What follows belongs to an exercise in optimizing a design on an open flow for a short achievable clock period and few clock cycles; a production flow would make more cautious choices. In this exercise RTL edits were held to simulation tests only and were not proved equivalent to the original. No activity file was given, so power comes from the tool's default toggle rates.

==> module cpu, before the edit <==
module cpu(
    input clk,
    input nrst,
    output halt,
    output bit1_cp2,
    output bit2_cp3,
    output [2:0] io_address,
    output [7:0] dataout,
    input skip_flag,
    input clearacc,
    input [7:0] datain,
    output [11:0] address,
    output [11:0] write_data,
    output write_enable,
    output mem_load,
    input [11:0] read_data,
    input mem_ready
);
reg s_fetch;    
reg s_ptr;      
reg s_oprd;     
reg s_write;    
reg s_iotf;     
reg s_halt;
reg p_none;
reg p_and;
reg p_tad;
reg p_clr;      
reg [11:0] pc;
reg [11:0] ir;
reg [11:0] ac;
reg l;
reg [11:0] md_g, md_p;
reg sk;
reg [11:0] addr_r;
reg [11:0] wd_r;
reg w_ac;
reg we_r;
reg ml_r;
reg [2:0] io_r;
assign address = addr_r;
assign write_data = ({12{w_ac}} & ac) | wd_r;
assign write_enable = we_r;
assign mem_load = ml_r;
assign halt = s_halt;
assign io_address = io_r;
assign dataout = ac[7:0];
assign bit1_cp2 = ir[1];
assign bit2_cp3 = ir[2];
reg m_inc, m_neg, m_one;
wire [12:0] s3;
opr1_value u_opr1_value(
    .ac(ac), .l(l), .cla(ir[7]), .cll(ir[6]), .cma(ir[5]), .cml(ir[4]), .iac(ir[0]),
    .m_inc(m_inc), .m_neg(m_neg), .m_one(m_one), .s3(s3));
reg q_none, q_rar, q_rtr, q_ral, q_rtl, q_bsw;
wire [12:0] tad_sum;
tad_add u_tad_add(.g(md_g), .p(md_p), .l(l), .sum(tad_sum));
wire [12:0] lac_v;
acc_next u_acc_next(
    .l(l), .ac(ac), .md_g(md_g), .tad_sum(tad_sum), .s3(s3),
    .q_none(q_none), .q_rar(q_rar), .q_rtr(q_rtr), .q_ral(q_ral), .q_rtl(q_rtl), .q_bsw(q_bsw),
    .p_none(p_none), .p_and(p_and), .p_tad(p_tad), .p_clr(p_clr), .iotc(s_iotf),
    .datain(datain), .clearacc(clearacc), .nrst(nrst), .lac_v(lac_v));
wire [11:0] ac_v = lac_v[11:0];
wire [11:0] pc1 = pc + 12'd1;
wire [11:0] a1 = addr_r + 12'd1;
reg t_sma, t_sza, t_snl, t_inv;
reg t_iot;
wire g2skip;
skip_test u_skip_test(
    .ac(ac), .l(l), .t_sma(t_sma), .t_sza(t_sza), .t_snl(t_snl), .t_inv(t_inv),
    .g2skip(g2skip));
wire fetchc = s_fetch | s_iotf;
wire [11:0] I = read_data;
wire [2:0] op = I[11:9];
wire [11:0] ea = {I[7] ? addr_r[11:7] : 5'b00000, I[6:0]};
always @(posedge clk)
    {l, ac} <= lac_v;
wire [11:0] ir_d;
take_pick #(.W(12), .R(12'd0)) u_ir_pick(
    .fetchc(fetchc), .mem_ready(mem_ready), .t_iot(t_iot), .skip_flag(skip_flag),
    .g2skip(g2skip), .nrst(nrst), .a(I), .b(ir), .y(ir_d));
always @(posedge clk)
    ir <= ir_d;
always @(posedge clk) begin
    m_inc <= I[0] & ~I[7] & ~I[5];
    m_neg <= I[0] & ~I[7] & I[5];
    m_one <= I[0] & I[7] & I[5];
end
always @(posedge clk)
    if (s_oprd) begin
        md_g <= ac & read_data;
        md_p <= ac ^ read_data;
        sk <= &read_data;
    end
wire [11:0] wd_d;
wd_next u_wd_next(
    .rd(read_data), .a1(a1), .pc1(pc1), .ir11(ir[11]),
    .fetchc(fetchc), .s_ptr(s_ptr), .s_oprd(s_oprd), .wd_r(wd_r), .wd_d(wd_d));
always @(posedge clk)
    wd_r <= wd_d;
always @(posedge clk) begin
    if (!nrst)
        pc <= 12'd0;
    else if (fetchc)
        pc <= addr_r;
end
wire [11:0] wsrc = ir[11] ? a1 : (ir[10:9] == 2'b10 && sk) ? pc + 12'd2 : pc1;
wire [11:0] addr_d;
addr_next u_addr_next(
    .rd(read_data), .mem_ready(mem_ready),
    .t_iot(t_iot), .skip_flag(skip_flag), .g2skip(g2skip),
    .fetchc(fetchc), .s_ptr(s_ptr), .s_oprd_on(s_oprd & ~ir[10]), .s_write(s_write),
    .addr_r(addr_r), .a1(a1), .pc1(pc1), .wsrc(wsrc), .nrst(nrst), .addr_d(addr_d));
always @(posedge clk)
    addr_r <= addr_d;
localparam CW = 27;
wire [CW-1:0] c_q = {s_fetch, s_ptr, s_oprd, s_write, s_iotf, s_halt,
                     p_none, p_and, p_tad, p_clr,
                     q_none, q_rar, q_rtr, q_ral, q_rtl, q_bsw,
                     t_sma, t_sza, t_snl, t_inv, t_iot,
                     we_r, w_ac, ml_r, io_r};
localparam [CW-1:0] C_RESET = {6'b100000, 4'b1000, 6'd0, 5'd0, 3'b001, 3'd0};
wire [CW-1:0] d_take;
ctl_decode #(.CW(CW)) u_ctl_decode(.I(I), .d_take(d_take));
reg [CW-1:0] d_else;
always @* begin : dec_else
    reg f, pt, po, w, h, a_, t_, cl, dca;
    f = 1'b0; pt = 1'b0; po = 1'b0; w = 1'b0; h = 1'b0;
    a_ = 1'b0; t_ = 1'b0; cl = 1'b0; dca = 1'b0;
    if (fetchc)
        f = 1'b1;                
    else if (s_ptr) begin
        if (!mem_ready)
            pt = 1'b1;
        else case (ir[11:9])
        3'd3: begin
            w = 1'b1;
            dca = 1'b1;
        end
        3'd4: w = 1'b1;
        3'd5: f = 1'b1;
        default: po = 1'b1;
        endcase
    end else if (s_oprd) begin
        if (!mem_ready)
            po = 1'b1;
        else if (ir[10])
            w = 1'b1;            
        else begin
            f = 1'b1;
            t_ = ir[9];
            a_ = ~ir[9];
        end
    end else if (s_write) begin
        w = ~mem_ready;
        dca = ~mem_ready & w_ac;
        cl = mem_ready & w_ac;
        f = mem_ready;
    end else
        h = 1'b1;
    d_else = {f, pt, po, w, 1'b0, h,
              ~(a_ | t_ | cl), a_, t_, cl,
              6'd0,
              5'd0,
              w, dca, ~h, 3'd0};
end
wire [CW-1:0] c_d;
take_pick #(.W(CW), .R(C_RESET)) u_c_pick(
    .fetchc(fetchc), .mem_ready(mem_ready), .t_iot(t_iot), .skip_flag(skip_flag),
    .g2skip(g2skip), .nrst(nrst), .a(d_take), .b(d_else), .y(c_d));
always @(posedge clk)
    {s_fetch, s_ptr, s_oprd, s_write, s_iotf, s_halt,
     p_none, p_and, p_tad, p_clr,
     q_none, q_rar, q_rtr, q_ral, q_rtl, q_bsw,
     t_sma, t_sza, t_snl, t_inv, t_iot,
     we_r, w_ac, ml_r, io_r} <= c_d;
endmodule
export LEC_CHECK = 0
export CAP_MARGIN = 20
export CORE_MARGIN = 2
export CORE_UTILIZATION = 40
export SETUP_SLACK_MARGIN = 4.0
export SLEW_MARGIN = 20
export SYNTH_HIERARCHICAL = 1
export SYNTH_MINIMUM_KEEP_SIZE = 0
export TNS_END_PERCENT = 100
create_clock -name core_clock -period 6.5 [get_ports {clk}]
standard.sh (not shown) runs the stock make flow with config.mk's settings and CLKGATE_MAP_FILE= SYNTH_SCRIPT=/design/flow/synth_recipe.tcl, a recipe that flattens the netlist after the stock synthesis.
==> flow/flow/run.sh <==
#!/bin/bash
# Layout: the standard synthesis and layout, with two resizer settings
# changed: ports get a plain buf_6 instead of the smallest buffer (a slow
# delay cell in this library), and the resizer may swap cells across
# footprints (the platform's default ties each cell to its own footprint).
set -euo pipefail
bash standard.sh synth > synth.log 2>&1
bash standard.sh MATCH_CELL_FOOTPRINT=0 "BUFFER_PORTS_ARGS=-buffer_cell sky130_fd_sc_hd__buf_6" finish > layout.log 2>&1
Testbench counts at the start, summed over its fixed seeds: cycles 135,783.
==> next run, changes <==
--- a/flow/design.v
+++ b/flow/design.v
@@ -36,17 +36,17 @@
 reg [11:0] wd_r;
 reg w_ac;
 reg we_r;
 reg ml_r;
 reg [2:0] io_r;
-assign address = addr_r;
-assign write_data = ({12{w_ac}} & ac) | wd_r;
+assign address = addr_o;
+assign write_data = ({12{w_ac}} & acw) | wd_r;
 assign write_enable = we_r;
 assign mem_load = ml_r;
 assign halt = s_halt;
 assign io_address = io_r;
-assign dataout = ac[7:0];
+assign dataout = acw[7:0];
 assign bit1_cp2 = ir[1];
 assign bit2_cp3 = ir[2];
 reg m_inc, m_neg, m_one;
 wire [12:0] s3;
 opr1_value u_opr1_value(
@@ -60,10 +60,19 @@
     .l(l), .ac(ac), .md_g(md_g), .tad_sum(tad_sum), .s3(s3),
     .q_none(q_none), .q_rar(q_rar), .q_rtr(q_rtr), .q_ral(q_ral), .q_rtl(q_rtl), .q_bsw(q_bsw),
     .p_none(p_none), .p_and(p_and), .p_tad(p_tad), .p_clr(p_clr), .iotc(s_iotf),
     .datain(datain), .clearacc(clearacc), .nrst(nrst), .lac_v(lac_v));
 wire [11:0] ac_v = lac_v[11:0];
+wire [12:0] lac_w;
+acc_next u_acc_copy(
+    .l(l), .ac(ac), .md_g(md_g), .tad_sum(tad_sum), .s3(s3),
+    .q_none(q_none), .q_rar(q_rar), .q_rtr(q_rtr), .q_ral(q_ral), .q_rtl(q_rtl), .q_bsw(q_bsw),
+    .p_none(p_none), .p_and(p_and), .p_tad(p_tad), .p_clr(p_clr), .iotc(s_iotf),
+    .datain(datain), .clearacc(clearacc), .nrst(nrst), .lac_v(lac_w));
+reg [11:0] acw;
+always @(posedge clk)
+    acw <= lac_w[11:0];
 wire [11:0] pc1 = pc + 12'd1;
 wire [11:0] a1 = addr_r + 12'd1;
 reg t_sma, t_sza, t_snl, t_inv;
 reg t_iot;
 wire g2skip;
@@ -110,12 +119,21 @@
 addr_next u_addr_next(
     .rd(read_data), .mem_ready(mem_ready),
     .t_iot(t_iot), .skip_flag(skip_flag), .g2skip(g2skip),
     .fetchc(fetchc), .s_ptr(s_ptr), .s_oprd_on(s_oprd & ~ir[10]), .s_write(s_write),
     .addr_r(addr_r), .a1(a1), .pc1(pc1), .wsrc(wsrc), .nrst(nrst), .addr_d(addr_d));
-always @(posedge clk)
+wire [11:0] addr_dc;
+addr_next u_addr_copy(
+    .rd(read_data), .mem_ready(mem_ready),
+    .t_iot(t_iot), .skip_flag(skip_flag), .g2skip(g2skip),
+    .fetchc(fetchc), .s_ptr(s_ptr), .s_oprd_on(s_oprd & ~ir[10]), .s_write(s_write),
+    .addr_r(addr_r), .a1(a1), .pc1(pc1), .wsrc(wsrc), .nrst(nrst), .addr_d(addr_dc));
+reg [11:0] addr_o;
+always @(posedge clk) begin
     addr_r <= addr_d;
+    addr_o <= addr_dc;
+end
 localparam CW = 27;
 wire [CW-1:0] c_q = {s_fetch, s_ptr, s_oprd, s_write, s_iotf, s_halt,
                      p_none, p_and, p_tad, p_clr,
                      q_none, q_rar, q_rtr, q_ral, q_rtl, q_bsw,
                      t_sma, t_sza, t_snl, t_inv, t_iot,
@@ -164,13 +182,22 @@
               6'd0,
               5'd0,
               w, dca, ~h, 3'd0};
 end
 wire [CW-1:0] c_d;
-take_pick #(.W(CW), .R(C_RESET)) u_c_pick(
+take_pick #(.W(6), .R(C_RESET[26:21])) u_c_pick0(
+    .fetchc(fetchc), .mem_ready(mem_ready), .t_iot(t_iot), .skip_flag(skip_flag),
+    .g2skip(g2skip), .nrst(nrst), .a(d_take[26:21]), .b(d_else[26:21]), .y(c_d[26:21]));
+take_pick #(.W(10), .R(C_RESET[20:11])) u_c_pick1(
+    .fetchc(fetchc), .mem_ready(mem_ready), .t_iot(t_iot), .skip_flag(skip_flag),
+    .g2skip(g2skip), .nrst(nrst), .a(d_take[20:11]), .b(d_else[20:11]), .y(c_d[20:11]));
+take_pick #(.W(5), .R(C_RESET[10:6])) u_c_pick2(
+    .fetchc(fetchc), .mem_ready(mem_ready), .t_iot(t_iot), .skip_flag(skip_flag),
+    .g2skip(g2skip), .nrst(nrst), .a(d_take[10:6]), .b(d_else[10:6]), .y(c_d[10:6]));
+take_pick #(.W(6), .R(C_RESET[5:0])) u_c_pick3(
     .fetchc(fetchc), .mem_ready(mem_ready), .t_iot(t_iot), .skip_flag(skip_flag),
-    .g2skip(g2skip), .nrst(nrst), .a(d_take), .b(d_else), .y(c_d));
+    .g2skip(g2skip), .nrst(nrst), .a(d_take[5:0]), .b(d_else[5:0]), .y(c_d[5:0]));
 always @(posedge clk)
     {s_fetch, s_ptr, s_oprd, s_write, s_iotf, s_halt,
      p_none, p_and, p_tad, p_clr,
      q_none, q_rar, q_rtr, q_ral, q_rtl, q_bsw,
      t_sma, t_sza, t_snl, t_inv, t_iot,
After rerunning:
- via count rises by 36%
- hold slack is worse by 0.0088 ns
- critical path depth rises by 8
- utilization rises by 1.0 points
- routed wire length rises by 45%
- die area rises by 23%
- non-clock buffer count rises by 30
- synthesized area rises by 24%
- total power rises by 27%
Testbench counts after the change, summed over its fixed seeds: cycles 135,783.

[port drivers added, routing unchanged]
The flow's constraints put no driver on any port. The routed layouts listed below were extracted and timed again, unchanged, in two steps.
Step 1 (the two cells are an assumption about what drives the block):
set clk [get_ports {clk}]
set_driving_cell -lib_cell sky130_fd_sc_hd__clkbuf_16 $clk
set_driving_cell -lib_cell sky130_fd_sc_hd__buf_2 [delete_from_list [all_inputs] $clk]
Step 2 also shifts input and output timing later by t, the mid clock arrival at the registers, as if the neighbouring blocks saw the same clock.
Slacks: no drivers / after step 1 / after step 2; pairs: no drivers / after step 1.
run | t (ns) | slack for setup (ns) | worst hold slack (ns) | slew at the worst register clock pin (ns)
the first run | 0.462 | 3.997 / 3.951 / 3.744 | 0.471 / 0.471 / 0.471 | 0.06 / 0.06
the second run | 0.477 | 3.974 / 3.949 / 3.643 | 0.462 / 0.462 / 0.462 | 0.07 / 0.07
After both steps setup and hold are still met in every run listed. The setup slack of the second run, which loses most, moves by -0.025 ns with the drivers and by -0.331 ns with both steps.
